Background: an optimization exercise with open tools, aiming at small area. Do not read the settings as production practice. In this exercise RTL edits were held to simulation tests only and were not proved equivalent to the original. Power and IR drop assume default switching activity.

==> flow/flow/run.sh <==
#!/bin/bash
# Own layout flow: the standard ORFS flow with three changes.
#  1. Synthesis maps logic with an area-oriented ABC script (flow/abc_area.script,
#     selected by ABC_AREA=1 in config.mk). Everything before ABC, including
#     flip-flop mapping and register names, is the standard synthesis.
#  2. CTS without dummy loads, with clkbuf_4 buffers and small sink clusters.
#  3. Port buffers use sky130_fd_sc_hd__buf_1.
#  4. Global placement keeps timing-driven net weights but drops the buffers
#     its virtual repair would insert (the design has ample setup slack).
set -euo pipefail
W="$(cd "$(dirname "${BASH_SOURCE[0]}")/.." && pwd)"
cd "$W"

# ORFS scripts with only the ABC area script replaced, for synthesis
rm -rf "$W/synth_scripts"
cp -r "$FLOW_HOME/scripts" "$W/synth_scripts"
cp "$W/flow/abc_area.script" "$W/synth_scripts/abc_area.script"
SCRIPTS_DIR="$W/synth_scripts" bash standard.sh synth > "$W/synth.log" 2>&1

export CTS_ARGS="-sink_clustering_enable -repair_clock_nets -dont_use_dummy_load -sink_clustering_size 10 -sink_clustering_max_diameter 40 -buf_list sky130_fd_sc_hd__clkbuf_4"
export BUFFER_PORTS_ARGS="-buffer_cell sky130_fd_sc_hd__buf_1"
export GPL_KEEP_OVERFLOW=0
bash standard.sh > "$W/layout.log" 2>&1
==> flow/flow/abc_area.script <==
&get -n
&st
&deepsyn -T 150 -S 7
&deepsyn -T 150 -S 3
&dch -f
&nf -p -R 1000 -F 10 -A 10 -C 32
&put
topo
==> flow/standard.sh <==
#!/bin/bash
# synth_recipe.tcl (not shown) runs the flow's synth.tcl, then flattens the netlist and writes it again
# the make line also repeats each setting of config.mk as NAME=value (left out here)
make -C /OpenROAD-flow-scripts/flow DESIGN_CONFIG=/design/flow/config.mk WORK_HOME=/design/flow/orfs CLKGATE_MAP_FILE= SYNTH_SCRIPT=/design/flow/synth_recipe.tcl "${@:-finish}"
==> flow/config.mk <==
export PLATFORM = sky130hd
export DESIGN_NAME = TL_UART
export DESIGN_NICKNAME = TL_UART
export VERILOG_FILES = /design/flow/design.v
export SDC_FILE = /design/flow/constraint.sdc
export NUM_CORES = 4
export LEC_CHECK = 0
export ABC_AREA = 1
export CAP_MARGIN = 20
export CORE_MARGIN = 2
export CORE_UTILIZATION = 65
export PLACE_DENSITY = 0.75
export SLEW_MARGIN = 20
==> flow/constraint.sdc <==
create_clock -name core_clock -period 8.0 [get_ports {uart_clock_i}]
set_input_delay 1.6000 -clock core_clock [delete_from_list [all_inputs] [get_ports {uart_clock_i}]]
set_output_delay 1.6000 -clock core_clock [all_outputs]
set_load 0.01 [all_outputs]
==> flow/design.v <==
module fifo_tx (
    input  wire       clk_i,
    input  wire       reset_i,
    input  wire       wr_en_i,
    input  wire [7:0] wr_data_i,
    output wire       full_o,
    input  wire       rd_i,
    output wire [7:0] rd_data_o,
    output wire       empty_o,
    input  wire [4:0] threshold_i,
    output wire       threshold_o
);
  reg [7:0] ring[0:31];
  reg [5:0] cnt_q;   
  reg ring_has_q;   
  reg [4:0] head_q;   
  reg [4:0] tgt_q;   
  reg [7:0] dl[0:3];   
  reg [3:0] dv_q;   
  wire push = wr_en_i & ~cnt_q[5];
  wire pop = rd_i & ~empty_o;
  assign full_o = cnt_q[5];
  assign empty_o = (cnt_q == 6'd0);
  assign threshold_o = cnt_q[4:0] > threshold_i;
  always_ff @(posedge clk_i)
    if (reset_i) cnt_q <= 6'd0;
    else if (push & ~pop) cnt_q <= cnt_q + 6'd1;
    else if (pop & ~push) cnt_q <= cnt_q - 6'd1;
  wire ring_has = ring_has_q;
  wire pop_ring = pop & ring_has;
  wire pop_dl = pop & ~ring_has;
  wire [1:0] old_idx = dv_q[3] ? 2'd3 : dv_q[2] ? 2'd2 : dv_q[1] ? 2'd1 : 2'd0;
  wire dl_has = |dv_q;
  wire [7:0] dl_old = dl[old_idx];
  wire aligned = ~ring_has | (tgt_q[1:0] == 2'b00);
  wire ins = aligned & dl_has & ~pop_dl;
  wire [2:0] ins_pt = ring_has ? tgt_q[4:2] : 3'd0;
  wire take = ins | pop_dl;
  always_ff @(posedge clk_i)
    if (reset_i) ring_has_q <= 1'b0;
    else ring_has_q <= ins | (ring_has & ~(pop_ring & (head_q == tgt_q)));
  always_ff @(posedge clk_i)
    if (!ring_has) begin
      head_q <= 5'd0;
      tgt_q  <= 5'd0;
    end else begin
      if (!pop_ring) head_q <= head_q + 5'd1;
      if (!ins) tgt_q <= tgt_q + 5'd1;
    end
  always_ff @(posedge clk_i)
    if (reset_i) dv_q <= 4'd0;
    else begin
      dv_q[0] <= push;
      dv_q[1] <= dv_q[0] & ~(take & (old_idx == 2'd0));
      dv_q[2] <= dv_q[1] & ~(take & (old_idx == 2'd1));
      dv_q[3] <= dv_q[2] & ~(take & (old_idx == 2'd2));
    end
  always_ff @(posedge clk_i) begin
    dl[0] <= wr_data_i;
    dl[1] <= dl[0];
    dl[2] <= dl[1];
    dl[3] <= dl[2];
  end
  integer p;
  always_ff @(posedge clk_i)
    for (p = 0; p < 32; p = p + 1)
      if (p % 4 == 0 && ins && ins_pt == p / 4) ring[p] <= dl_old;
      else ring[p] <= ring[(p+31)%32];
  wire [3:0] dlo = 4'b1 << head_q[1:0];
  wire [7:0] dhi = 8'b1 << head_q[4:2];
  reg [7:0] rh;
  integer k;
  always_comb begin
    rh = 8'd0;
    for (k = 0; k < 32; k = k + 1) rh = rh | (ring[k] & {8{dlo[k%4] & dhi[k/4]}});
  end
  assign rd_data_o = ring_has ? rh : dl_old;
endmodule
module fifo_rx (
    input  wire       clk_i,
    input  wire       reset_i,
    input  wire       wr_en_i,
    input  wire [7:0] wr_data_i,
    output wire       full_o,
    input  wire       rd_i,
    output wire [7:0] rd_data_o,
    output wire       empty_o,
    input  wire [4:0] threshold_i,
    output wire       threshold_o
);
  reg [7:0] ring[0:31];
  reg [5:0] cnt_q;   
  reg pend_q;   
  reg ring_has_q;   
  reg [4:0] head_q;   
  reg [4:0] tgt_q;   
  wire push = wr_en_i & ~cnt_q[5];
  wire pop = rd_i & ~empty_o;
  assign full_o = cnt_q[5];
  assign empty_o = (cnt_q == 6'd0);
  assign threshold_o = cnt_q[4:0] > threshold_i;
  always_ff @(posedge clk_i)
    if (reset_i) cnt_q <= 6'd0;
    else if (push & ~pop) cnt_q <= cnt_q + 6'd1;
    else if (pop & ~push) cnt_q <= cnt_q - 6'd1;
  wire ring_has = ring_has_q;
  wire pop_ring = pop & ring_has;
  wire pop_pend = pop & ~ring_has;
  wire aligned = ~ring_has | (tgt_q[1:0] == 2'b00);
  wire ins = aligned & (pend_q | push) & ~pop_pend;
  wire [2:0] ins_pt = ring_has ? tgt_q[4:2] : 3'd0;
  always_ff @(posedge clk_i)
    if (reset_i) pend_q <= 1'b0;
    else pend_q <= (pend_q | push) & ~ins & ~pop_pend;
  always_ff @(posedge clk_i)
    if (reset_i) ring_has_q <= 1'b0;
    else ring_has_q <= ins | (ring_has & ~(pop_ring & (head_q == tgt_q)));
  always_ff @(posedge clk_i)
    if (!ring_has) begin
      head_q <= 5'd0;
      tgt_q  <= 5'd0;
    end else begin
      if (!pop_ring) head_q <= head_q + 5'd1;
      if (!ins) tgt_q <= tgt_q + 5'd1;
    end
  integer p;
  always_ff @(posedge clk_i)
    for (p = 0; p < 32; p = p + 1)
      if (p % 4 == 0 && ins && ins_pt == p / 4) ring[p] <= wr_data_i;
      else ring[p] <= ring[(p+31)%32];
  wire [3:0] dlo = 4'b1 << head_q[1:0];
  wire [7:0] dhi = 8'b1 << head_q[4:2];
  reg [7:0] rh;
  integer k;
  always_comb begin
    rh = 8'd0;
    for (k = 0; k < 32; k = k + 1) rh = rh | (ring[k] & {8{dlo[k%4] & dhi[k/4]}});
  end
  assign rd_data_o = ring_has ? rh : wr_data_i;
endmodule
module tl_skdbf #(
    parameter DW = 8
) (
    input  wire          clk_i,
    input  wire          rst_i,
    input  wire          combinational_ready_i,
    output wire [DW-1:0] cycle_data_o,
    output wire          cycle_vld_o,
    output wire          registered_ready_o,
    input  wire [DW-1:0] registered_data_i,
    input  wire          registered_vld_i
);
  reg [DW-1:0] held_data;
  reg held_vld;
  wire hold_data = ~combinational_ready_i & ~held_vld & registered_vld_i;
  assign registered_ready_o = ~held_vld;
  always_ff @(posedge clk_i)
    if (rst_i) held_vld <= 1'b0;
    else if (hold_data) held_vld <= 1'b1;
    else if (combinational_ready_i) held_vld <= 1'b0;
  always_ff @(posedge clk_i) if (hold_data) held_data <= registered_data_i;
  assign cycle_data_o = held_vld ? held_data : registered_data_i;
  assign cycle_vld_o  = held_vld | registered_vld_i;
endmodule
module uart_tx (
    input  wire        clock,
    input  wire        reset,
    input  wire [15:0] bauddiv_i,
    input  wire        tx_i,
    input  wire [ 7:0] tx_byte_i,      
    output wire        tx_dequeue_o,
    output wire        tx_o,
    output wire        tx_busy_o
);
  reg start_q, byte_q, stop_q, cmpl_q, tx_q;
  reg [15:0] counter_q;
  reg [2:0] byte_cnt_q;
  wire zero = counter_q == 16'd0;
  assign tx_o = tx_q;
  assign tx_dequeue_o = cmpl_q;
  assign tx_busy_o = start_q;
  always_ff @(posedge clock)
    if (reset || !start_q || zero || cmpl_q) counter_q <= bauddiv_i;
    else counter_q <= counter_q - 16'd1;
  always_ff @(posedge clock)
    if (reset) tx_q <= 1'b1;
    else if (byte_q) tx_q <= stop_q | tx_byte_i[byte_cnt_q];
    else tx_q <= ~start_q;
  always_ff @(posedge clock)
    if (reset || cmpl_q) start_q <= 1'b0;
    else if (!start_q) start_q <= tx_i;
  always_ff @(posedge clock)
    if (reset || cmpl_q) byte_q <= 1'b0;
    else if (!byte_q) byte_q <= start_q && zero;
  always_ff @(posedge clock)
    if (reset || cmpl_q) stop_q <= 1'b0;
    else if (!stop_q) stop_q <= byte_q && zero && (byte_cnt_q == 3'd7);
  always_ff @(posedge clock)
    if (reset || cmpl_q) byte_cnt_q <= 3'd0;
    else if (byte_q && zero) byte_cnt_q <= byte_cnt_q + 3'd1;
  always_ff @(posedge clock)
    if (reset || cmpl_q) cmpl_q <= 1'b0;
    else cmpl_q <= stop_q && zero;
endmodule
module uart_rx (
    input  wire        clock,
    input  wire        reset,
    input  wire [15:0] bauddiv_i,
    input  wire        rx_i,
    output wire [ 7:0] rx_byte_o,
    output wire        rx_o,
    output wire        rx_busy_o
);
  reg rx_q, rx_qq;
  reg sample_q, start_q, stop_q, hbit_q, cmpl_q;
  reg [15:0] counter_q;
  reg [ 7:0] rx_byte_q;
  reg [ 2:0] byte_cnt_q;
  wire rx = !rx_qq;
  wire zero = counter_q == 16'd0;
  wire half = counter_q == {1'b0, bauddiv_i[15:1]};
  wire shift_en = zero && start_q && !stop_q;
  assign rx_o = cmpl_q;
  assign rx_byte_o = rx_byte_q;
  assign rx_busy_o = sample_q;
  always_ff @(posedge clock)
    if (reset) begin
      rx_q  <= 1'b1;
      rx_qq <= 1'b1;
    end else begin
      rx_q  <= rx_i;
      rx_qq <= rx_q;
    end
  always_ff @(posedge clock)
    if ((!rx & !sample_q) || zero || reset || (half & sample_q & rx & !start_q) || cmpl_q)
      counter_q <= bauddiv_i;
    else counter_q <= counter_q - 16'd1;
  always_ff @(posedge clock)
    if (cmpl_q || reset) sample_q <= 1'b0;
    else if (!sample_q) sample_q <= rx;
  always_ff @(posedge clock)
    if (cmpl_q || reset) start_q <= 1'b0;
    else if (!start_q) start_q <= half & sample_q & rx;
  always_ff @(posedge clock) if (shift_en) rx_byte_q <= {rx_qq, rx_byte_q[7:1]};
  always_ff @(posedge clock)
    if (cmpl_q || reset) byte_cnt_q <= 3'd0;
    else if (shift_en) byte_cnt_q <= byte_cnt_q + 3'd1;
  always_ff @(posedge clock)
    if (cmpl_q || reset) stop_q <= 1'b0;
    else if (!stop_q) stop_q <= shift_en && byte_cnt_q == 3'd7;
  always_ff @(posedge clock)
    if (cmpl_q || reset) hbit_q <= 1'b0;
    else if (stop_q && zero) hbit_q <= 1'b1;
  always_ff @(posedge clock)
    if (cmpl_q || reset) cmpl_q <= 1'b0;
    else if (hbit_q && half) cmpl_q <= 1'b1;
endmodule
`default_nettype none
module TL_UART #(
    parameter [15:0] C_DEFAULT_BAUD_RATE = 16'd868,
    parameter C_DEFAULT_TX_ON = 1,
    parameter C_DEFAULT_RX_ON = 1,
    parameter C_TILELINK_ID_WIDTH = 1
) (
    input  wire                           uart_clock_i,
    input  wire                           uart_reset_i,
    input  wire [                    2:0] uart_a_opcode,
    input  wire [                    2:0] uart_a_param,
    input  wire [                    2:0] uart_a_size,
    input  wire [C_TILELINK_ID_WIDTH-1:0] uart_a_source,
    input  wire [                   11:0] uart_a_address,
    input  wire [                    3:0] uart_a_mask,
    input  wire [                   31:0] uart_a_data,
    input  wire                           uart_a_corrupt,
    input  wire                           uart_a_valid,
    output wire                           uart_a_ready,
    output wire [                    2:0] uart_d_opcode,
    output wire [                    1:0] uart_d_param,
    output wire [                    2:0] uart_d_size,
    output wire [C_TILELINK_ID_WIDTH-1:0] uart_d_source,
    output wire                           uart_d_denied,
    output wire [                   31:0] uart_d_data,
    output wire                           uart_d_corrupt,
    output wire                           uart_d_valid,
    input  wire                           uart_d_ready,
    input  wire                           UART_RX,
    output wire                           UART_TX,
    output wire                           UART_RX_IRQ,
    output wire                           UART_TX_IRQ
);
  localparam IW = C_TILELINK_ID_WIDTH;
  localparam HW = 5 + 3 + IW + 16;
  wire l_wr = ~uart_a_opcode[2];
  wire l_rd = (uart_a_opcode == 3'd4) | (uart_a_opcode[2:1] == 2'b01);
  wire l_map = (uart_a_address[11:4] == 8'd0) & (uart_a_address[1:0] == 2'b00);
  wire d_valid;
  wire a_free = uart_d_ready | ~d_valid;
  wire a_valid;
  wire q_wr, q_rd, q_map, q_a3, q_a2;
  wire [2:0] q_size;
  wire [IW-1:0] q_source;
  wire [15:0] q_data;
  tl_skdbf #(
      .DW(HW)
  ) skdbf_inst (
      .clk_i(uart_clock_i),
      .rst_i(uart_reset_i),
      .combinational_ready_i(a_free),
      .cycle_data_o({q_wr, q_rd, q_map, q_a3, q_a2, q_size, q_source, q_data}),
      .cycle_vld_o(a_valid),
      .registered_ready_o(uart_a_ready),
      .registered_data_i({
        l_wr, l_rd, l_map, uart_a_address[3], uart_a_address[2],
        uart_a_size, uart_a_source, uart_a_data[15:0]
      }),
      .registered_vld_i(uart_a_valid)
  );
  wire exec = a_valid & a_free;
  wire wr = exec & q_wr & q_map;
  wire rd_hit = q_rd & q_map;
  wire w_ctrl = wr & ~q_a3 & ~q_a2;
  wire w_stat = wr & ~q_a3 & q_a2;
  wire w_fifo = wr & q_a3 & ~q_a2;
  wire w_baud = wr & q_a3 & q_a2;
  wire r_fifo = exec & rd_hit & q_a3 & ~q_a2;
  reg rx_en_q, tx_en_q, rx_ie_q, tx_ie_q, rx_irq_q, tx_irq_q;
  reg [4:0] rx_wm_q, tx_wm_q;
  reg [15:0] baud_q;
  wire tx_full, tx_empty, rx_full, rx_empty, rx_thr, tx_thr, rx_busy, tx_busy;
  wire rx_push, tx_pop;
  wire [7:0] rx_char, tx_head, rx_head;
  always_ff @(posedge uart_clock_i)
    if (uart_reset_i) begin
      rx_en_q <= C_DEFAULT_RX_ON == 1;
      tx_en_q <= C_DEFAULT_TX_ON == 1;
      rx_wm_q <= 5'd0;
      tx_wm_q <= 5'd0;
      rx_ie_q <= 1'b0;
      tx_ie_q <= 1'b0;
    end else if (w_ctrl) begin
      rx_en_q <= q_data[0];
      tx_en_q <= q_data[1];
      rx_wm_q <= q_data[6:2];
      tx_wm_q <= q_data[11:7];
      rx_ie_q <= q_data[12];
      tx_ie_q <= q_data[13];
    end
  always_ff @(posedge uart_clock_i)
    if (uart_reset_i) begin
      rx_irq_q <= 1'b0;
      tx_irq_q <= 1'b0;
    end else if (w_stat) begin
      rx_irq_q <= q_data[2];
      tx_irq_q <= q_data[6];
    end else begin
      rx_irq_q <= rx_ie_q & (rx_irq_q | rx_thr);
      tx_irq_q <= tx_ie_q & (tx_irq_q | tx_thr);
    end
  always_ff @(posedge uart_clock_i)
    if (uart_reset_i) baud_q <= C_DEFAULT_BAUD_RATE;
    else if (w_baud) baud_q <= q_data;
  assign UART_RX_IRQ = rx_irq_q;
  assign UART_TX_IRQ = tx_irq_q;
  reg [15:0] rdata;
  always_comb
    if (!rd_hit) rdata = 16'd0;
    else
      case ({q_a3, q_a2})
        2'b00: rdata = {2'd0, tx_ie_q, rx_ie_q, tx_wm_q, rx_wm_q, tx_en_q, rx_en_q};
        2'b01: rdata = {8'd0, tx_busy, tx_irq_q, tx_empty, tx_full, rx_busy, rx_irq_q, rx_empty, rx_full};
        2'b10: rdata = {8'd0, rx_empty ? 8'd0 : rx_head};
        default: rdata = baud_q;
      endcase
  reg d_valid_q, d_ret_q;
  reg [2:0] d_size_q;
  reg [IW-1:0] d_source_q;
  reg [15:0] d_data_q;
  assign d_valid = d_valid_q;
  always_ff @(posedge uart_clock_i)
    if (uart_reset_i) d_valid_q <= 1'b0;
    else if (exec) d_valid_q <= 1'b1;
    else if (uart_d_ready) d_valid_q <= 1'b0;
  always_ff @(posedge uart_clock_i)
    if (exec) begin
      d_ret_q <= ~(q_wr & ~q_rd);
      d_size_q <= q_size;
      d_source_q <= q_source;
      d_data_q <= rdata;
    end
  assign uart_d_valid = d_valid_q;
  assign uart_d_opcode = {2'd0, d_ret_q};
  assign uart_d_param = 2'd0;
  assign uart_d_size = d_size_q;
  assign uart_d_source = d_source_q;
  assign uart_d_denied = 1'b0;
  assign uart_d_data = {16'd0, d_data_q};
  assign uart_d_corrupt = 1'b0;
  fifo_rx rx_fifo_inst (
      .clk_i(uart_clock_i),
      .reset_i(uart_reset_i),
      .wr_en_i(rx_en_q & rx_push),
      .wr_data_i(rx_char),
      .full_o(rx_full),
      .rd_i(r_fifo),
      .rd_data_o(rx_head),
      .empty_o(rx_empty),
      .threshold_i(rx_wm_q),
      .threshold_o(rx_thr)
  );
  fifo_tx tx_fifo_inst (
      .clk_i(uart_clock_i),
      .reset_i(uart_reset_i),
      .wr_en_i(w_fifo),
      .wr_data_i(q_data[7:0]),
      .full_o(tx_full),
      .rd_i(tx_pop),
      .rd_data_o(tx_head),
      .empty_o(tx_empty),
      .threshold_i(tx_wm_q),
      .threshold_o(tx_thr)
  );
  uart_rx uart_reciever (
      .clock(uart_clock_i),
      .reset(uart_reset_i),
      .bauddiv_i(baud_q),
      .rx_i(UART_RX),
      .rx_byte_o(rx_char),
      .rx_o(rx_push),
      .rx_busy_o(rx_busy)
  );
  uart_tx uart_trasmitter (
      .clock(uart_clock_i),
      .reset(uart_reset_i),
      .bauddiv_i(baud_q),
      .tx_i(tx_en_q & ~tx_empty),
      .tx_byte_i(tx_head),
      .tx_dequeue_o(tx_pop),
      .tx_o(UART_TX),
      .tx_busy_o(tx_busy)
  );
  /*verilator lint_off UNUSED*/
  wire unused = (|uart_a_data[31:16]) | (|uart_a_param) | (|uart_a_mask) | uart_a_corrupt;
  /*verilator lint_on UNUSED*/
endmodule
==> results of run 1 <==
==> metal layers <==
| metal | up-vias | part of all wire | global-route usage |
|---|---|---|---|
| li1 | 7761 | - | - |
| met1 | 8288 | 0.39 | 0.4522 |
| met2 | 1094 | 0.45 | 0.5310 |
| met3 | 280 | 0.11 | 0.09093 |
| met4 | 0 | 0.052 | 0.1879 |
| met5 | - | 0 | 0.006868 |
==> worst max path at each step <==
stage | startpoint | endpoint | slack (ns) | cells after the start
after floorplan | uart_d_ready | tx_fifo_inst.cnt_q[5] | 2.98 | 16
after global placement | uart_d_ready | tx_fifo_inst.cnt_q[5] | 1.47 | 17
after detailed placement | uart_a_address[11] | rx_fifo_inst.cnt_q[5] | 2.42 | 19
after CTS | skdbf_inst.held_vld | rx_fifo_inst.cnt_q[5] | 3.23 | 16
after global routing | skdbf_inst.held_vld | rx_fifo_inst.cnt_q[5] | 2.66 | 16
final | uart_a_address[11] | rx_fifo_inst.cnt_q[5] | 3.10 | 19
==> logic make-up after synthesis <==
group | synth area share
flip-flops | 0.6466
AO/OA/AOI/OAI | 0.1589
AND/OR/NAND/NOR | 0.1017
buffers and inverters | 0.01880
multiplexers | 0.04322
adder cells (fa/ha/maj) | 0.02226
XOR/XNOR | 0.008320
other | 0.0001619
==> power by group <==
part / internal, W / total [W] / leakage, nW / switching [W]
logic: 0.0000297 / 0.0000914 / 2.87 / 0.0000617
clock network: 0.000512 / 0.00161 / 0.409 / 0.00109
registers: 0.00368 / 0.00370 / 5.90 / 0.0000284
==> placed cells by master, fill, tap and decap left out, types with 28 or more instances in the layout <==
master    instances
dfxtp_1         666
nor2_1          165
nand2_1         145
o21ai_0         110
a222oi_1        103
a21oi_1          94
clkbuf_4         89
mux2_1           72
clkinv_1         70
a22oi_1          64
buf_1            64
edfxtp_1         54
nand4_1          41
ha_1             38
nand2b_1         32
a221oi_1         30
nor3_1           28
a22o_1           28
==> registers in the layout, summed over array words and instances (netlist names), 6 cells and up <==
signal                     count
uart_reciever.counter_q       16
baud_q                        16
tx_fifo_inst.dl               32
skdbf_inst.held_data          25
d_data_q                      16
rx_fifo_inst.cnt_q             6
tx_fifo_inst.ring            256
rx_fifo_inst.ring            256
tx_fifo_inst.cnt_q             6
uart_trasmitter.counter_q     16
uart_reciever.rx_byte_q        8
==> cell type report <==
cell class	instances	area share
Sequential cell	721	0.6035
Multi-Input combinational cell	1203	0.3200
Clock buffer	89	0.02692
Tap cell	461	0.02324
Timing Repair Buffer	79	0.01563
Inverter	70	0.01059
Antenna cell	1	0.0001008
==> critical path, stage by stage <==
cell and delay (ns):
buf_1 0.08, nor4_1 0.36, nand3_1 0.15, nor2_1 0.16, a32oi_1 0.19, nor3_1 0.76, nand2_1 0.37, ha_1 0.36
clkinv_1 0.13, ha_1 0.24, a21o_1 0.18, a21o_1 0.19, nand2_1 0.09, nand2b_1 0.07, a21oi_1 0.19, a21oi_1 0.09
o21a_1 0.11, a21oi_1 0.14, o21a_1 0.13
==> stage by stage <==
step / worst slack [ns] / utilization / std cells / instance area [um2] / power, W
global placement: 1.472 / 0.6765 / 2520 / 23890 / 0.003871
finish: 3.103 / 0.7028 / 2624 / 24820 / 0.005402
detailed placement: 2.421 / 0.6823 / 2531 / 24090 / 0.003877
global route: 2.656 / 0.7028 / 2624 / 24820 / 0.005568
CTS: 3.228 / 0.7013 / 2620 / 24760 / 0.005415
floorplan: 2.983 / - / 2017 / 23240 / 0.003839
==> results.py, run 1 <==
metrics = {
    "place": {
        "portBuffers": 65,
        "routabilityCongestion": 0.9298,
        "dpl.hpwl_um": 43080,
    },
    "sta": {
        "max-slew-margin-rel": 0.09526,
        "setup-violations-final": 0,
        "hold_slack_ns": 0.3157,
        "drv_slew": 0,
        "rsz0062_at_grt": "no",
        "tightest_slew_ns": 1.352,
        "timing.final.crit_share": 0.6121,
        "hold_viol_final": 0,
        "fin_worst_skew_ns": 0.08739,
        "fmax_ghz": 0.2042,
        "tns_ns": 0,
        "fin_crit_ns": 4.897,
    },
    "hold_path": {
        "hold_end": "tx_fifo_inst.ring[14][2]",
        "hold_path_class": "flop to flop",
        "hp-start": "tx_fifo_inst.ring[13][2]",
        "whs_path_depth": 0,
    },
    "global_routing": {
        "grt_pass1_wl_um": 96410,
        "grt-ovfl-total": 0,
        "grt_max_degree": 31,
        "antenna_found_initial": 1,
        "grt_usage": 0.3477,
        "grt_pass1_vias": 16625,
    },
    "logic_synthesis": {
        "synthArstFlopShare": 0,
        "synth_top_cell_area_share": 0.5766,
        "yosysWarningCount": 9,
        "synth.top_cells.by_count": "dfxtp_1, nor2_1, nand2_1, o21ai_0, a222oi_1",
        "netlist_area_um2": 23160,
        "yosysMostFrequentCell": "dfxtp_1",
        "synth_cell_types": 52,
        "synth_enable_flop_cells": 54,
        "ys_seq_area_frac": 0.6466,
        "synth_flop_cell": "dfxtp_1",
        "syn_avg_cell_area_um2": 11.60,
        "ys_ff_latch": 721,
        "synth_top_area_cell": "dfxtp_1",
        "syn_inst": 1996,
        "ys_top_cells_by_area": "dfxtp_1, edfxtp_1, a222oi_1",
    },
    "power_and_ir_drop": {
        "peakVddDrop_mv": 0.1710,
        "power_density_nw_per_um2": 217.7,
        "p_leak_nw": 9.185,
    },
    "floorplanning": {
        "die_height_um": 192.8,
        "core_um2": 35310,
        "start_util": 0.6559,
        "pin_count": 112,
        "die-area_um2": 37160,
        "die_w_um": 192.8,
        "rows": 69,
    },
    "drt": {
        "drt_iter0_drc": 2578,
        "drc": 0,
        "firstDrtPassIters": 8,
        "via_per_inst": 6.640,
        "post_drt_wl_per_cell_um": 24.78,
        "ant_nets": 0,
        "vias": 17423,
        "routed_wl_um": 65030,
    },
    "clock_network": {
        "ctsHoldBuffers": 0,
        "clock_path_buffers": 3,
        "cts_setup_buffers": 0,
        "htreeDepth": 3,
        "cts_root_buf": "clkbuf_4",
        "clk_latency_ns": 0.81,
        "cts.sinks": 721,
        "path_clk_slew_ns": 0.11,
        "cts_tree": "yes",
        "cts_buffers": 89,
        "cts_resized": 0,
    },
    "layout": {
        "nets": 2268,
        "n_fill_cell": 2697,
        "drive_gt1_frac": 0.06013,
        "ff_latch_area_um2": 14980,
        "multiInputGateArea_um2": 7941,
        "syn_to_final_growth_pct": 7.147,
    },
    "setup_path": {
        "r2r_start": "skdbf_inst.held_vld",
        "end_kind": "flop",
        "arrival_ns": 5.60,
        "r2r_end": "rx_fifo_inst.cnt_q[5]",
        "start_kind": "input port",
        "r2r_slack_ns": 3.15,
        "cp_max_fo": 9,
        "cp.required_ns": 8.70,
        "r2r_cells": 16,
        "crit_type": "input port to flop",
    },
    "outcome": {
        "outcome": "timing/DRC/antenna clean",
    },
    "run": {
        "cap_violations": 0,
    },
}
==> run 2, diff against run 1 <==
--- a/flow/design.v
+++ b/flow/design.v
@@ -66,15 +66,18 @@
     for (p = 0; p < 32; p = p + 1)
       if (p % 4 == 0 && ins && ins_pt == p / 4) ring[p] <= dl_old;
       else ring[p] <= ring[(p+31)%32];
-  wire [3:0] dlo = 4'b1 << head_q[1:0];
-  wire [7:0] dhi = 8'b1 << head_q[4:2];
+  wire [3:0] dlo = 4'b1 << head_q[2:1];
+  wire [3:0] dhi = 4'b1 << head_q[4:3];
   reg [7:0] rh;
   integer k;
   always_comb begin
     rh = 8'd0;
-    for (k = 0; k < 32; k = k + 1) rh = rh | (ring[k] & {8{dlo[k%4] & dhi[k/4]}});
+    for (k = 0; k < 16; k = k + 1) rh = rh | (ring[2*k] & {8{dlo[k%4] & dhi[k/4]}});
   end
-  assign rd_data_o = ring_has ? rh : dl_old;
+  reg [7:0] hb_q;
+  always_ff @(posedge clk_i)
+    if (ring_has ? ~head_q[0] : dl_has) hb_q <= ring_has ? rh : dl_old;
+  assign rd_data_o = hb_q;
 endmodule
 module fifo_rx (
     input  wire       clk_i,
--- a/flow/flow/run.sh
+++ b/flow/flow/run.sh
@@ -1,5 +1,5 @@
 #!/bin/bash
-# Own layout flow: the standard ORFS flow with three changes.
+# Own layout flow: the standard ORFS flow with four changes.
 #  1. Synthesis maps logic with an area-oriented ABC script (flow/abc_area.script,
 #     selected by ABC_AREA=1 in config.mk). Everything before ABC, including
 #     flip-flop mapping and register names, is the standard synthesis.
==> run 2 against run 1 <==
Net effect: still clean; die area is 2.0% lower; non-clock buffer count is 9 higher; critical path depth is 2 lower; sequential power is 1% higher; global-route usage is 2.8 points lower; hold slack worse by 0.019 ns; via count is 7.2% lower; critical endpoint unchanged.
==> results.py, run 2 <==
metrics = {
    "outcome": {
        "outcome": "timing/DRC/antenna clean",
    },
    "floorplanning": {
        "die-area_um2": 36420,
        "start_util": 0.6585,
        "rows": 68,
        "core_um2": 34460,
        "die_w_um": 190.8,
        "die_height_um": 190.8,
        "pin_count": 112,
    },
    "sta": {
        "fin_crit_ns": 4.588,
        "rsz0062_at_grt": "no",
        "tns_ns": 0,
        "setup-violations-final": 0,
        "fmax_ghz": 0.2180,
        "hold_viol_final": 0,
        "fin_worst_skew_ns": 0.1193,
        "tightest_slew_ns": 1.342,
        "max-slew-margin-rel": 0.1019,
        "timing.final.crit_share": 0.5734,
        "drv_slew": 0,
        "hold_slack_ns": 0.2969,
    },
    "place": {
        "routabilityCongestion": 0.9220,
        "dpl.cell_count": 2423,
        "dpl.hpwl_um": 38520,
        "portBuffers": 65,
    },
    "layout": {
        "syn_to_final_growth_pct": 7.820,
        "drive_gt1_frac": 0.07139,
        "fin_cells": 2518,
        "mostFrequentLayoutCells": "dfxtp_1, nand2_1, nor2_1",
        "n_fill_cell": 2444,
        "ff_latch_area_um2": 15220,
        "top_regs": "rx_fifo_inst.ring (256), tx_fifo_inst.ring (256), tx_fifo_inst.dl (32)",
        "nets": 2162,
        "multiInputGateArea_um2": 7295,
        "final_common_cell": "dfxtp_1",
    },
    "drt": {
        "vias": 16163,
        "drc": 0,
        "post_drt_wl_per_cell_um": 23.27,
        "via_per_inst": 6.419,
        "routed_wl_um": 58590,
        "firstDrtPassIters": 6,
        "drt_iter0_drc": 1943,
        "ant_nets": 0,
    },
    "logic_synthesis": {
        "synthArstFlopShare": 0,
        "synth-xor-area-share": 0.007720,
        "yosysMostFrequentCell": "dfxtp_1",
        "ys_top_cells_by_area": "dfxtp_1, edfxtp_1, a222oi_1",
        "synthMuxAreaShare": 0.04522,
        "synth_top_family_by_area": "compound AO/OA/AOI/OAI gates",
        "synth_top_area_cell": "dfxtp_1",
        "synth_fa_ha_area_frac": 0.02107,
        "synth_cell_types": 52,
        "ys_seq_area_frac": 0.6706,
        "syn_avg_cell_area_um2": 12.04,
        "synth_top_cell_area_share": 0.5885,
        "synth_flop_cell": "dfxtp_1",
        "yosysWarningCount": 9,
        "ys_ff_latch": 729,
        "syn_inst": 1884,
        "netlist_area_um2": 22690,
        "synth.top_cells.by_count": "dfxtp_1, nand2_1, nor2_1, o21ai_0, a222oi_1",
        "synth_compound_area_frac": 0.1400,
        "synth_enable_flop_cells": 62,
        "yosys.area_share.simple": 0.09728,
    },
    "clock_network": {
        "clk_latency_ns": 0.84,
        "cts_setup_buffers": 0,
        "cts_buffers": 89,
        "htreeDepth": 3,
        "ctsHoldBuffers": 0,
        "cts_tree": "yes",
        "cts.sinks": 729,
        "clock_path_buffers": 3,
        "cts_root_buf": "clkbuf_4",
        "path_clk_slew_ns": 0.11,
        "cts_resized": 0,
    },
    "global_routing": {
        "grt-ovfl-total": 0,
        "grt_pass1_vias": 15585,
        "grt_usage": 0.3195,
        "grt_max_degree": 29,
        "antenna_found_initial": 2,
        "grt_pass1_wl_um": 87970,
    },
    "setup_path": {
        "cp_max_fo": 10,
        "cp-startpoint": "uart_a_address[2]",
        "r2r_start": "skdbf_inst.held_vld",
        "crit_path_top_delay_cell": "mux2i_1",
        "start_kind": "input port",
        "r2r_slack_ns": 3.47,
        "path_cells": "buf_1 -> mux2i_1 -> nand2b_1 -> nor3_2 -> nand2_1 -> ha_1 -> clkinv_1 -> ha_1 -> a21o_1 -> a21o_1 -> nand2_1 -> nand2b_1 -> a21oi_1 -> o21bai_1 -> a21oi_1 -> o21bai_1 -> a21oi_1",
        "arrival_ns": 5.34,
        "cpMostUsedCell": "a21oi_1",
        "slowest_delay_ns": 0.63,
        "end_kind": "flop",
        "crit_type": "input port to flop",
        "cp.required_ns": 8.76,
    },
    "power_and_ir_drop": {
        "p_leak_nw": 9.051,
        "power_density_nw_per_um2": 223.2,
        "peakVddDrop_mv": 0.1627,
    },
    "hold_path": {
        "hold_path_class": "flop to flop",
        "hp-start": "tx_fifo_inst.ring[21][6]",
    },
    "run": {
        "cap_violations": 0,
    },
}
==> run 2: cell types whose count changed in the layout (fill, tap and decap cells not counted), sizes merged, moves of 9 or more <==
cell	change
a21oi	-13
nor4	+10
nor2	-32
nor3	-13
buf	+9
a222oi	-17
a22oi	-23
==> run 2: worst paths after layout <==
kind | cells past startpoint | end
max | 17 | rx_fifo_inst.cnt_q[5]
min | 0 | tx_fifo_inst.ring[22][6]
min reg2reg | 0 | tx_fifo_inst.ring[22][6]
max reg2reg | 17 | rx_fifo_inst.cnt_q[5]
==> run 2: stage by stage <==
step | total power (W) | cell area [um2] | utilization | setup slack (ns)
floorplan | 0.003889 | 22770 | - | 3.029
global placement | 0.003923 | 23410 | 0.6793 | 1.619
detailed placement | 0.003931 | 23740 | 0.6890 | 2.191
CTS | 0.005485 | 24410 | 0.7084 | 3.076
global route | 0.005645 | 24460 | 0.7099 | 3.099
finish | 0.005461 | 24460 | 0.7099 | 3.412
==> run 2: critical path, delay by kind of cell <==
family	cells	cell delay, ns
fa+ha+maj	2	0.59
buf+inv	2	0.22
compound gates	7	0.98
mux	1	0.63
simple gates	5	1.32
==> run 2: kinds of logic (layout without fill, tap and decap cells) <==
group,count (synthesis),count (layout)
xor+xnor,20,20
mux,91,91
compound gates,448,448
other cells,1,26
simple gates,472,472
buf+inv,86,240
fa+ha+maj,37,37
flops,729,729
==> run 2: cell type report <==
type,instances,share of cell area
timing repair buffer,88,0.01918
multi-input combinational,1090,0.2982
tap,455,0.02327
inverter,63,0.009667
clock buffer,89,0.02731
antenna,4,0.0004092
sequential,729,0.6220
==> run 2: per-layer routing <==
metal,part of all wire,global-route usage,vias to the layer above
met2,0.46,0.5035,835
met5,0,0,-
li1,-,-,7333
met3,0.088,0.07306,193
met4,0.044,0.1607,0
met1,0.41,0.4150,7802
==> run 2: report_power, final <==
group          total [W]  switching (W)  internal [W]
Clock            0.00161        0.00110      0.000512
Combinational  0.0000966      0.0000639     0.0000326
Sequential       0.00375      0.0000276       0.00372
Total            0.00546        0.00119       0.00427
==> run 3, diff against run 2 <==
--- a/flow/design.v
+++ b/flow/design.v
@@ -15,8 +15,8 @@
   reg ring_has_q;   
   reg [4:0] head_q;   
   reg [4:0] tgt_q;   
-  reg [7:0] dl[0:3];   
-  reg [3:0] dv_q;   
+  reg [7:0] dl[0:2];   
+  reg [2:0] dv_q;   
   wire push = wr_en_i & ~cnt_q[5];
   wire pop = rd_i & ~empty_o;
   assign full_o = cnt_q[5];
@@ -29,13 +29,15 @@
   wire ring_has = ring_has_q;
   wire pop_ring = pop & ring_has;
   wire pop_dl = pop & ~ring_has;
-  wire [1:0] old_idx = dv_q[3] ? 2'd3 : dv_q[2] ? 2'd2 : dv_q[1] ? 2'd1 : 2'd0;
+  wire [1:0] old_idx = dv_q[2] ? 2'd2 : dv_q[1] ? 2'd1 : 2'd0;
   wire dl_has = |dv_q;
   wire [7:0] dl_old = dl[old_idx];
   wire aligned = ~ring_has | (tgt_q[1:0] == 2'b00);
-  wire ins = aligned & dl_has & ~pop_dl;
+  wire ins = aligned & (dl_has | push) & ~pop_dl;
+  wire direct = ins & ~dl_has;
+  wire [7:0] ins_data = dl_has ? dl_old : wr_data_i;
   wire [2:0] ins_pt = ring_has ? tgt_q[4:2] : 3'd0;
-  wire take = ins | pop_dl;
+  wire take = (ins & dl_has) | pop_dl;
   always_ff @(posedge clk_i)
     if (reset_i) ring_has_q <= 1'b0;
     else ring_has_q <= ins | (ring_has & ~(pop_ring & (head_q == tgt_q)));
@@ -48,23 +50,21 @@
       if (!ins) tgt_q <= tgt_q + 5'd1;
     end
   always_ff @(posedge clk_i)
-    if (reset_i) dv_q <= 4'd0;
+    if (reset_i) dv_q <= 3'd0;
     else begin
-      dv_q[0] <= push;
+      dv_q[0] <= push & ~direct;
       dv_q[1] <= dv_q[0] & ~(take & (old_idx == 2'd0));
       dv_q[2] <= dv_q[1] & ~(take & (old_idx == 2'd1));
-      dv_q[3] <= dv_q[2] & ~(take & (old_idx == 2'd2));
     end
   always_ff @(posedge clk_i) begin
     dl[0] <= wr_data_i;
     dl[1] <= dl[0];
     dl[2] <= dl[1];
-    dl[3] <= dl[2];
   end
   integer p;
   always_ff @(posedge clk_i)
     for (p = 0; p < 32; p = p + 1)
-      if (p % 4 == 0 && ins && ins_pt == p / 4) ring[p] <= dl_old;
+      if (p % 4 == 0 && ins && ins_pt == p / 4) ring[p] <= ins_data;
       else ring[p] <= ring[(p+31)%32];
   wire [3:0] dlo = 4'b1 << head_q[2:1];
   wire [3:0] dhi = 4'b1 << head_q[4:3];
==> run 3 against run 2 <==
Net effect: final cell count decreased by 0.64%; die area decreased by 0.20%; still clean; worst setup slack got worse by 0.46 ns; non-clock buffer count decreased by 7; power decreased by 2.0%; critical path type unchanged; maximum frequency decreased by 9.0%; first-iteration DRC count increased by 17%; count of clock-buffer cells in the layout decreased by 2.
==> results.py, run 3 <==
metrics = {
    "clock_network": {
        "cts_tree": "yes",
        "htreeDepth": 3,
        "cts_root_buf": "clkbuf_4",
        "cts.sinks": 720,
        "cts_setup_buffers": 0,
        "cts_resized": 0,
        "cts_buffers": 87,
        "clk_latency_ns": 0.81,
        "ctsHoldBuffers": 0,
        "clock_path_buffers": 3,
        "path_clk_slew_ns": 0.11,
    },
    "setup_path": {
        "start_kind": "input port",
        "crit_type": "input port to flop",
        "cpMostUsedCell": "a21oi_1",
        "path_cells": "buf_1 -> nor4_1 -> nand3_1 -> nor3_1 -> a31oi_1 -> nor3_1 -> nand2_1 -> ha_1 -> clkinv_1 -> ha_1 -> a21o_1 -> a21o_1 -> nand2_1 -> nand2b_1 -> a21oi_1 -> a21oi_1 -> o21a_1 -> o21ai_0 -> a21oi_1",
        "cp_max_fo": 12,
        "arrival_ns": 5.75,
        "slowest_delay_ns": 0.91,
        "cp.required_ns": 8.71,
        "end_kind": "flop",
        "crit_path_top_delay_cell": "nor3_1",
    },
    "layout": {
        "drive_gt1_frac": 0.06800,
        "multiInputGateArea_um2": 7443,
        "top_regs": "rx_fifo_inst.ring (256), tx_fifo_inst.ring (256), skdbf_inst.held_data (25)",
        "n_fill_cell": 2479,
        "ff_latch_area_um2": 15040,
        "final_common_cell": "dfxtp_1",
        "nets": 2147,
        "syn_to_final_growth_pct": 7.322,
        "mostFrequentLayoutCells": "dfxtp_1, nor2_1, a21oi_1",
    },
    "logic_synthesis": {
        "syn_inst": 1878,
        "netlist_area_um2": 22640,
        "yosysMostFrequentCell": "dfxtp_1",
        "synth_top_area_cell": "dfxtp_1",
        "synthArstFlopShare": 0,
        "yosysWarningCount": 9,
        "ys_top_cells_by_area": "dfxtp_1, edfxtp_1, mux2_1",
        "syn_avg_cell_area_um2": 12.06,
        "ys_ff_latch": 720,
        "ys_seq_area_frac": 0.6640,
        "synth.top_cells.by_count": "dfxtp_1, nor2_1, a21oi_1, a222oi_1",
        "synth_cell_types": 53,
        "synth_top_cell_area_share": 0.5818,
        "synth_flop_cell": "dfxtp_1",
        "synth_enable_flop_cells": 62,
    },
    "global_routing": {
        "grt-ovfl-total": 0,
        "grt_pass1_vias": 15555,
        "antenna_found_initial": 2,
        "grt_max_degree": 32,
        "grt_usage": 0.3197,
        "grt_pass1_wl_um": 88020,
    },
    "place": {
        "routabilityCongestion": 0.9207,
        "dpl_worst_slack_ns": 2.239,
        "portBuffers": 65,
        "dpl.hpwl_um": 39030,
    },
    "sta": {
        "fin_crit_ns": 5.043,
        "setup_ws_ns": 2.957,
        "hold_viol_final": 0,
        "setup-violations-final": 0,
        "fin_worst_skew_ns": 0.07723,
        "drv_slew": 0,
        "tightest_slew_ns": 1.203,
        "timing.final.crit_share": 0.6304,
        "fmax_ghz": 0.1983,
        "max-slew-margin-rel": 0.1966,
        "rsz0062_at_grt": "no",
        "tns_ns": 0,
    },
    "drt": {
        "vias": 16056,
        "drc": 0,
        "post_drt_wl_per_cell_um": 23.25,
        "drt_iter0_drc": 2270,
        "ant_nets": 0,
        "firstDrtPassIters": 9,
        "routed_wl_um": 58180,
        "via_per_inst": 6.417,
    },
    "power_and_ir_drop": {
        "p_leak_nw": 9.158,
        "peakVddDrop_mv": 0.1829,
        "p_clk_frac": 0.295,
        "pwr-share-comb": 0.017,
        "p_int_w": 0.004192,
        "seq_power_share": 0.688,
        "power.switching_fraction": 0.2169,
        "p_sw_w": 0.001161,
        "power_density_nw_per_um2": 220.3,
    },
    "floorplanning": {
        "rows": 68,
        "die-area_um2": 36340,
        "core_um2": 34460,
        "pin_count": 112,
        "die_w_um": 190.6,
        "start_util": 0.6571,
        "die_height_um": 190.6,
    },
    "outcome": {
        "outcome": "timing/DRC/antenna clean",
    },
    "hold_path": {
        "hold_path_class": "flop to flop",
    },
    "run": {
        "cap_violations": 0,
    },
}
## run 3: cell count changes in the layout (fill, tap and decap cells not counted), sizes merged, moves of 10 or more
cell   change
nand2     -66
nor2b     +17
a21oi     +54
nor2      +16
and2      +16
a31oi     -10
o21ai     -35
nor3      +23
## run 3: path summary, 6_finish.rpt
kind	from	end	slack (ns)	cells after the start
min reg2reg	rx_fifo_inst.ring[12][5]	rx_fifo_inst.ring[13][5]	0.29	0
min	rx_fifo_inst.ring[12][5]	rx_fifo_inst.ring[13][5]	0.29	0
max	uart_a_address[7]	rx_fifo_inst.cnt_q[5]	2.96	19
max reg2reg	skdbf_inst.held_vld	rx_fifo_inst.cnt_q[5]	3.34	16
## run 3: cell type report
| type | instances | share of cell area |
|---|---|---|
| Timing Repair Buffer | 81 | 0.01596 |
| Sequential cell | 720 | 0.6188 |
| Tap cell | 455 | 0.02343 |
| Clock buffer | 87 | 0.02688 |
| Inverter | 54 | 0.008341 |
| Multi-Input combinational cell | 1102 | 0.3063 |
| Antenna cell | 3 | 0.0003089 |
## run 3: metal layers
metal / part of all wire / GRT usage / up-vias
li1: - / - / 7260
met1: 0.41 / 0.4368 / 7793
met2: 0.45 / 0.4936 / 845
met3: 0.10 / 0.08263 / 158
met4: 0.032 / 0.1169 / 0
met5: 0 / 0 / -
## run 3: logic make-up after synthesis
| family | Yosys count | synth area share |
|---|---|---|
| buf+inv | 77 | 0.01658 |
| xor+xnor | 29 | 0.01122 |
| mux | 95 | 0.04752 |
| fa+ha+maj | 37 | 0.02111 |
| other cells | 1 | 0.0001656 |
| simple gates | 461 | 0.09814 |
| compound gates | 458 | 0.1412 |
| flops | 720 | 0.6640 |
## run 3: power groups by stage
stage               combinational (W)  clock [W]  sequential (W)
floorplan                   0.0000582          0         0.00376
global route                 0.000102    0.00173         0.00368
detailed placement          0.0000913          0         0.00376
global placement            0.0000864          0         0.00376
CTS                         0.0000914    0.00160         0.00368
finish                      0.0000922    0.00158         0.00368
## run 3: critical path: cells and delay by family
family                     cells  cell delay (ns)
and+or+nand+nor                7             2.22
AOI/OAI and AO/OA              8             1.12
adders and majority gates      2             0.63
buffers and inverters          2             0.20
## run 3: per-stage QoR
step	utilization	cell area, um2	hold WS [ns]	total power, W	cells
floorplan	-	22720	0.3096	0.003819	1899
global placement	0.6780	23360	0.3102	0.003849	2396
detailed placement	0.6855	23620	0.3121	0.003854	2412
CTS	0.7045	24270	0.2912	0.005372	2499
global route	0.7052	24300	0.2872	0.005521	2502
finish	0.7052	24300	0.2886	0.005353	2502
==> run 4, diff against run 3 <==
--- a/flow/design.v
+++ b/flow/design.v
@@ -131,15 +131,17 @@
     for (p = 0; p < 32; p = p + 1)
       if (p % 4 == 0 && ins && ins_pt == p / 4) ring[p] <= wr_data_i;
       else ring[p] <= ring[(p+31)%32];
-  wire [3:0] dlo = 4'b1 << head_q[1:0];
-  wire [7:0] dhi = 8'b1 << head_q[4:2];
-  reg [7:0] rh;
+  wire [3:0] dlo = 4'b1 << head_q[2:1];
+  wire [3:0] dhi = 4'b1 << head_q[4:3];
+  reg [7:0] tap;   
   integer k;
   always_comb begin
-    rh = 8'd0;
-    for (k = 0; k < 32; k = k + 1) rh = rh | (ring[k] & {8{dlo[k%4] & dhi[k/4]}});
+    tap = 8'd0;
+    for (k = 0; k < 16; k = k + 1) tap = tap | (ring[2*k] & {8{dlo[k%4] & dhi[k/4]}});
   end
-  assign rd_data_o = ring_has ? rh : wr_data_i;
+  reg [7:0] hc_q;
+  always_ff @(posedge clk_i) if (pop_ring == head_q[0]) hc_q <= tap;
+  assign rd_data_o = ring_has ? (head_q[0] ? hc_q : tap) : wr_data_i;
 endmodule
 module tl_skdbf #(
     parameter DW = 8
==> run 4 against run 3 <==
Net effect: clock skew fell by 0.0041 ns; clock power barely moved; critical path type unchanged; synthesized cell count fell by 4.1%; design area fell by 1.9%; synthesized area fell by 2.0%; largest power group unchanged.
==> results.py, run 4 <==
metrics = {
    "clock_network": {
        "clock_path_buffers": 3,
        "htreeDepth": 3,
        "cts_tree": "yes",
        "cts_buffers": 87,
        "path_clk_slew_ns": 0.10,
        "cts_resized": 0,
        "cts.sinks": 728,
        "cts_setup_buffers": 0,
        "clk_latency_ns": 0.81,
        "ctsHoldBuffers": 0,
        "cts_root_buf": "clkbuf_4",
    },
    "drt": {
        "post_drt_wl_per_cell_um": 20.92,
        "drt_iter0_drc": 1627,
        "ant_nets": 0,
        "dr_wl_met3_um": 4051,
        "dr.max_layer_used": "met4",
        "routed_wl_um": 50600,
        "dr_wl_met2_um": 22760,
        "via_per_inst": 6.095,
        "drc": 0,
        "vias": 14743,
        "wl_met1_um": 22050,
        "firstDrtPassIters": 7,
    },
    "sta": {
        "fmax_ghz": 0.2180,
        "setup_ws_ns": 3.413,
        "max-slew-margin-rel": 0.2225,
        "drv_slew": 0,
        "hold_viol_final": 0,
        "tns_ns": 0,
        "fin_worst_skew_ns": 0.07314,
        "tightest_slew_ns": 1.162,
        "fin_crit_ns": 4.587,
        "timing.final.crit_share": 0.5734,
        "rsz0062_at_grt": "no",
        "setup-violations-final": 0,
    },
    "layout": {
        "n_fill_cell": 2390,
        "final_cell_area_um2": 23830,
        "drive_gt1_frac": 0.06853,
        "syn_to_final_growth_pct": 7.458,
        "multiInputGateArea_um2": 6719,
        "final_common_cell": "dfxtp_1",
        "top_regs": "rx_fifo_inst.ring (256), tx_fifo_inst.ring (256), skdbf_inst.held_data (25)",
        "fin_cells": 2419,
        "mostFrequentLayoutCells": "dfxtp_1, nor2_1, nand2_1",
        "ff_latch_area_um2": 15280,
        "nets": 2070,
    },
    "logic_synthesis": {
        "syn_avg_cell_area_um2": 12.32,
        "synth_flop_cell": "dfxtp_1",
        "synth_top_cell_area_share": 0.5939,
        "synth.top_cells.by_count": "dfxtp_1, nor2_1, nand2_1, o21ai_0, a21oi_1",
        "yosysWarningCount": 9,
        "synth_cell_types": 55,
        "synthArstFlopShare": 0,
        "netlist_area_um2": 22180,
        "synth_top_area_cell": "dfxtp_1",
        "ys_top_cells_by_area": "dfxtp_1, edfxtp_1, mux2_1",
        "ys_ff_latch": 728,
        "synth_enable_flop_cells": 70,
        "syn_inst": 1801,
        "yosysMostFrequentCell": "dfxtp_1",
        "ys_seq_area_frac": 0.6887,
    },
    "power_and_ir_drop": {
        "pwr-share-comb": 0.017,
        "power.switching_fraction": 0.2135,
        "p_int_w": 0.004230,
        "peakVddDrop_mv": 0.1891,
        "p_leak_nw": 9.143,
        "total_power_w": 0.005378,
        "p_clk_frac": 0.293,
        "power_density_nw_per_um2": 225.6,
        "seq_power_share": 0.691,
        "p_sw_w": 0.001148,
    },
    "floorplanning": {
        "rows": 67,
        "die_w_um": 188.7,
        "die-area_um2": 35620,
        "pin_count": 112,
        "start_util": 0.6615,
        "core_um2": 33530,
        "die_height_um": 188.7,
    },
    "run": {
        "cap_violations": 0,
    },
    "setup_path": {
        "r2r_slack_ns": 3.96,
        "path_cells": "buf_1 -> nor4_1 -> nand3_1 -> nor2_1 -> a32oi_1 -> nor3_1 -> nand2_1 -> ha_1 -> clkinv_1 -> ha_1 -> a21o_1 -> a21o_1 -> nand2_1 -> nand2b_1 -> a21oi_1 -> a21oi_1 -> o21a_1 -> o21bai_1 -> a21oi_1",
        "slowest_delay_ns": 0.47,
        "crit_type": "input port to flop",
        "critPathBufInv": 2,
        "start_kind": "input port",
        "r2r_end": "rx_fifo_inst.cnt_q[5]",
        "cpMostUsedCell": "a21oi_1",
        "cp.required_ns": 8.64,
        "r2r_cells": 17,
        "r2r_start": "skdbf_inst.held_vld",
        "crit_family": "simple AND/OR/NAND/NOR gates",
        "crit_path_top_delay_cell": "nor3_1",
        "end_kind": "flop",
        "arrival_ns": 5.22,
        "cp_max_fo": 9,
    },
    "global_routing": {
        "grt_pass1_wl_um": 78610,
        "grt-ovfl-total": 0,
        "grt_pass1_vias": 14455,
        "grt_usage": 0.2854,
        "grt_max_degree": 28,
        "antenna_found_initial": 1,
    },
    "hold_path": {
        "hold_path_class": "flop to flop",
        "whs_path_depth": 0,
        "hold_end": "rx_fifo_inst.ring[30][3]",
        "hp-start": "rx_fifo_inst.ring[29][3]",
    },
    "place": {
        "dpl.hpwl_um": 34240,
        "dpl_worst_slack_ns": 2.728,
        "portBuffers": 65,
        "dpl_cell_area_um2": 23170,
        "routabilityCongestion": 0.8419,
        "dpl.cell_count": 2331,
    },
    "outcome": {
        "outcome": "timing/DRC/antenna clean",
    },
}
[run 4: per-stage QoR]
stage | hold slack (ns) | utilization
after global routing | 0.3073 | 0.7108
after CTS | 0.3100 | 0.7103
after global placement | 0.3096 | 0.6826
final | 0.2984 | 0.7108
after detailed placement | 0.3121 | 0.6909
after floorplan | 0.3096 | -
[run 4: layout make-up]
cell class	instances	area share
antenna	1	0.0001050
clock buffer	87	0.02740
inverter	54	0.008504
multi-input combinational	1017	0.2819
sequential	728	0.6409
tap	448	0.02352
timing repair buffer	84	0.01764
[run 4: power by group through the flow]
| stage | combinational [W] | sequential (W) | clock [W] |
|---|---|---|---|
| 2_1_floorplan | 0.0000548 | 0.00380 | 0 |
| 3_3_place_gp | 0.0000832 | 0.00380 | 0 |
| 3_5_place_dp | 0.0000883 | 0.00380 | 0 |
| 4_1_cts | 0.0000888 | 0.00371 | 0.00160 |
| 5_1_grt | 0.0000984 | 0.00372 | 0.00175 |
| 6_report | 0.0000898 | 0.00371 | 0.00157 |
[run 4: worst register-to-register path, delay by kind of cell (launching register included)]
family	cells	cell delay [ns]
AO/OA/AOI/OAI	8	1.64
adder cells (fa/ha/maj)	2	0.59
buffers and inverters	2	0.41
flip-flops	1	0.40
AND/OR/NAND/NOR	5	0.87
[run 4: cells by family after synthesis]
family          Yosys count  synth area share
buf+inv                  77           0.01692
xor+xnor                 25          0.009872
other cells               1         0.0001691
flops                   728            0.6887
fa+ha+maj                34           0.01986
simple gates            430           0.09026
compound gates          410            0.1255
mux                      96           0.04874
[run 4: layer usage]
layer  vias to the layer above  GRT usage
li1                       6837          -
met1                      7103     0.3859
met2                       662     0.4415
met3                       141    0.06910
met4                         0     0.1220
met5                         -          0
[run 4: worst max path at each step]
stage	startpoint	to	slack (ns)	depth (start not counted)
3_5_place_dp	uart_a_address[7]	rx_fifo_inst.cnt_q[5]	2.73	19
5_1_grt	uart_a_address[7]	rx_fifo_inst.cnt_q[5]	3.07	19
2_1_floorplan	uart_d_ready	tx_fifo_inst.cnt_q[5]	2.90	17
4_1_cts	uart_a_address[7]	rx_fifo_inst.cnt_q[5]	3.54	19
3_3_place_gp	uart_d_ready	tx_fifo_inst.ring[20][2]	0.86	9
6_report	uart_a_address[7]	rx_fifo_inst.cnt_q[5]	3.41	19
==> run 5, diff against run 4 <==
--- a/flow/design.v
+++ b/flow/design.v
@@ -140,7 +140,7 @@
     for (k = 0; k < 16; k = k + 1) tap = tap | (ring[2*k] & {8{dlo[k%4] & dhi[k/4]}});
   end
   reg [7:0] hc_q;
-  always_ff @(posedge clk_i) if (pop_ring == head_q[0]) hc_q <= tap;
+  always_ff @(posedge clk_i) hc_q <= tap;
   assign rd_data_o = ring_has ? (head_q[0] ? hc_q : tap) : wr_data_i;
 endmodule
 module tl_skdbf #(
==> run 5 against run 4 <==
Net effect: sequential share of layout area decreased by 0.14 points; synthesized cell count shrank 1.6%; wire length is 1.0% higher; count of clock-buffer cells in the layout shrank 2; final cell count is 0.99% lower; sequential power is essentially flat; maximum frequency rose by 4.2%; combinational power is 1% higher; critical path type is now flop to flop.
==> results.py, run 5 <==
metrics = {
    "layout": {
        "post-route-util": 0.7104,
        "nets": 2046,
        "final_common_cell": "dfxtp_1",
        "mostFrequentLayoutCells": "dfxtp_1, nor2_1, nand2_1",
        "drive_gt1_frac": 0.07400,
        "top_regs": "rx_fifo_inst.ring (256), tx_fifo_inst.ring (256), skdbf_inst.held_data (25)",
        "syn_to_final_growth_pct": 7.811,
        "final_cell_area_um2": 23760,
    },
    "setup_path": {
        "arrival_ns": 4.98,
        "r2r_slack_ns": 3.60,
        "crit_family": "simple AND/OR/NAND/NOR gates",
        "r2r_start": "skdbf_inst.held_vld",
        "end_kind": "flop",
        "cp_max_fo": 30,
        "r2r_cells": 16,
        "crit_path_top_delay_cell": "dfxtp_2",
        "slowest_delay_ns": 0.87,
        "critPathBufInv": 1,
        "cpMostUsedCell": "a21oi_1",
        "r2r_end": "rx_fifo_inst.cnt_q[5]",
        "path_cells": "mux2i_1 -> nand2b_1 -> nor3_1 -> nand2_1 -> ha_1 -> clkinv_1 -> ha_1 -> a21o_1 -> a21o_1 -> nand2_1 -> nand2b_1 -> a21oi_1 -> a21oi_1 -> o21a_1 -> o21bai_1 -> a21oi_1",
        "crit_type": "flop to flop",
        "cp.required_ns": 8.57,
        "start_kind": "flop",
    },
    "sta": {
        "drv_slew": 0,
        "fin_crit_ns": 4.404,
        "setup_ws_ns": 3.596,
        "max-slew-margin-rel": 0.2108,
        "tns_ns": 0,
        "tightest_slew_ns": 1.179,
        "fmax_ghz": 0.2271,
        "timing.final.crit_share": 0.5505,
        "setup-violations-final": 0,
        "hold_viol_final": 0,
        "fin_worst_skew_ns": 0.07420,
        "rsz0062_at_grt": "no",
    },
    "global_routing": {
        "grt_pass1_wl_um": 79580,
        "antenna_found_initial": 1,
        "grt-ovfl-total": 0,
        "grt_usage": 0.2921,
        "grt_pass1_vias": 14258,
        "grt_max_degree": 31,
    },
    "logic_synthesis": {
        "synthMuxAreaShare": 0.04950,
        "synth_top_family_by_area": "compound AO/OA/AOI/OAI gates",
        "ys_ff_latch": 728,
        "synth_flop_cell": "dfxtp_1",
        "synth_top_area_cell": "dfxtp_1",
        "synth_top_cell_area_share": 0.6049,
        "synth_enable_flop_cells": 62,
        "syn_inst": 1772,
        "synthArstFlopShare": 0,
        "synth-xor-area-share": 0.01073,
        "yosys.area_share.simple": 0.09180,
        "yosysMostFrequentCell": "dfxtp_1",
        "synth.top_cells.by_count": "dfxtp_1, nor2_1, nand2_1, a21oi_1",
        "yosysWarningCount": 9,
        "synth_fa_ha_area_frac": 0.01998,
        "netlist_area_um2": 22040,
        "ys_seq_area_frac": 0.6894,
        "synth_compound_area_frac": 0.1221,
        "syn_avg_cell_area_um2": 12.44,
        "ys_top_cells_by_area": "dfxtp_1, edfxtp_1, mux2_1",
        "synth_cell_types": 54,
    },
    "clock_network": {
        "ctsHoldBuffers": 0,
        "cts_buffers": 85,
        "htreeDepth": 3,
        "cts_setup_buffers": 0,
        "cts_root_buf": "clkbuf_4",
        "clock_path_buffers": 3,
        "cts_resized": 0,
        "cts.sinks": 728,
        "cts_tree": "yes",
        "path_clk_slew_ns": 0.09,
        "clk_latency_ns": 0.76,
    },
    "drt": {
        "vias": 14578,
        "firstDrtPassIters": 6,
        "drc": 0,
        "via_per_inst": 6.087,
        "drt_iter0_drc": 1747,
        "post_drt_wl_per_cell_um": 21.34,
        "ant_nets": 0,
        "routed_wl_um": 51110,
    },
    "floorplanning": {
        "start_util": 0.6589,
        "pin_count": 112,
        "die_w_um": 188.1,
        "die_height_um": 188.1,
        "die-area_um2": 35400,
        "rows": 67,
        "core_um2": 33450,
    },
    "power_and_ir_drop": {
        "total_power_w": 0.005358,
        "p_leak_nw": 9.035,
        "power_density_nw_per_um2": 225.5,
        "peakVddDrop_mv": 0.1462,
    },
    "run": {
        "cap_violations": 0,
    },
    "place": {
        "dpl_worst_slack_ns": 2.860,
        "dpl.hpwl_um": 34480,
        "dpl_cell_area_um2": 23110,
        "portBuffers": 65,
        "routabilityCongestion": 0.8831,
    },
    "hold_path": {
        "hold_end": "rx_fifo_inst.ring[27][0]",
        "whs_path_depth": 0,
        "hold_path_class": "flop to flop",
        "hp-start": "rx_fifo_inst.ring[26][0]",
    },
    "outcome": {
        "outcome": "timing/DRC/antenna clean",
    },
}
[run 5: worst reg2reg max path, cell delays in order (launching register included)]
cell and delay, ns:
dfxtp_2 0.87, mux2i_1 0.76, nand2b_1 0.24, nor3_1 0.29
nand2_1 0.29, ha_1 0.34, clkinv_1 0.14, ha_1 0.25
a21o_1 0.18, a21o_1 0.19, nand2_1 0.09, nand2b_1 0.07
a21oi_1 0.19, a21oi_1 0.09, o21a_1 0.12, o21bai_1 0.12
a21oi_1 0.05
[run 5: layer usage]
layer	GRT usage	vias to the layer above	wire, um
met4	0.1317	0	1958
met1	0.4046	7001	22240
met2	0.4449	641	22550
met3	0.06064	139	4352
met5	0	-	0
li1	-	6797	-
[run 5: layout make-up]
type | count | area [um2]
sequential | 728 | 15200
antenna | 1 | 2.502
clock buffer | 85 | 638.1
fill | 2406 | 9687
inverter | 50 | 187.7
timing repair buffer | 91 | 476.7
tap | 448 | 560.5
multi-input combinational | 992 | 6700
[run 5: logic make-up after synthesis]
family	after synthesis
fa+ha+maj	34
buf+inv	73
flops	728
mux	97
simple gates	426
other cells	1
xor+xnor	27
compound gates	386
[run 5: worst max-delay path by stage]
stage | from | endpoint | slack [ns] | cells after the start
floorplan | uart_d_ready | tx_fifo_inst.cnt_q[5] | 2.87 | 17
global placement | uart_d_ready | tx_fifo_inst.ring[20][0] | 1.13 | 9
detailed placement | uart_d_ready | tx_fifo_inst.cnt_q[5] | 2.86 | 19
CTS | skdbf_inst.held_vld | rx_fifo_inst.cnt_q[5] | 3.63 | 16
global route | skdbf_inst.held_vld | tx_fifo_inst.cnt_q[5] | 3.29 | 18
finish | skdbf_inst.held_vld | rx_fifo_inst.cnt_q[5] | 3.60 | 16
[run 5: through the flow]
| step | instances | hold slack [ns] |
|---|---|---|
| finish | 2395 | 0.2972 |
| global route | 2395 | 0.2958 |
| CTS | 2393 | 0.2957 |
| detailed placement | 2308 | 0.3121 |
| global placement | 2283 | 0.3097 |
| floorplan | 1793 | 0.3096 |
[run 5: power by group]
| group | total [W] | switching, W | internal (W) |
|---|---|---|---|
| Combinational | 0.0000910 | 0.0000643 | 0.0000268 |
| Clock | 0.00156 | 0.00107 | 0.000490 |
| Sequential | 0.00371 | 0.0000135 | 0.00370 |
| Total | 0.00536 | 0.00115 | 0.00421 |

## port drivers added, routing unchanged
How much do the figures lean on ideal ports? The routed layouts below were timed once more, with nothing changed but the port constraints.
Step 1 (the two cells are an assumption about what drives the block):
set clk [get_ports {uart_clock_i}]
set_driving_cell -lib_cell sky130_fd_sc_hd__clkbuf_16 $clk
set_driving_cell -lib_cell sky130_fd_sc_hd__buf_2 [delete_from_list [all_inputs] $clk]
Step 2 also shifts input and output timing later by t, the mid clock arrival at the registers, as if the neighbouring blocks saw the same clock.
Three values: ideal ports, drivers, drivers and shift; two values: the first two.
run | t (ns) | setup slack, ns | worst hold slack (ns) | worst register clock-pin slew, ns
run 1 | 0.817 | 3.103 / 3.128 / 2.311 | 0.316 / 0.316 / 0.316 | 0.12 / 0.12
run 2 | 0.831 | 3.412 / 3.434 / 2.603 | 0.297 / 0.297 / 0.297 | 0.11 / 0.11
run 3 | 0.825 | 2.957 / 2.981 / 2.156 | 0.289 / 0.289 / 0.289 | 0.12 / 0.12
run 4 | 0.817 | 3.413 / 3.444 / 2.627 | 0.298 / 0.298 / 0.298 | 0.11 / 0.11
run 5 | 0.773 | 3.596 / 3.596 / 2.860 | 0.297 / 0.297 / 0.297 | 0.11 / 0.11
After both steps setup and hold are still met in every run listed. The setup slack of run 2, which loses most, moves by +0.022 ns with the drivers and by -0.809 ns with both steps.
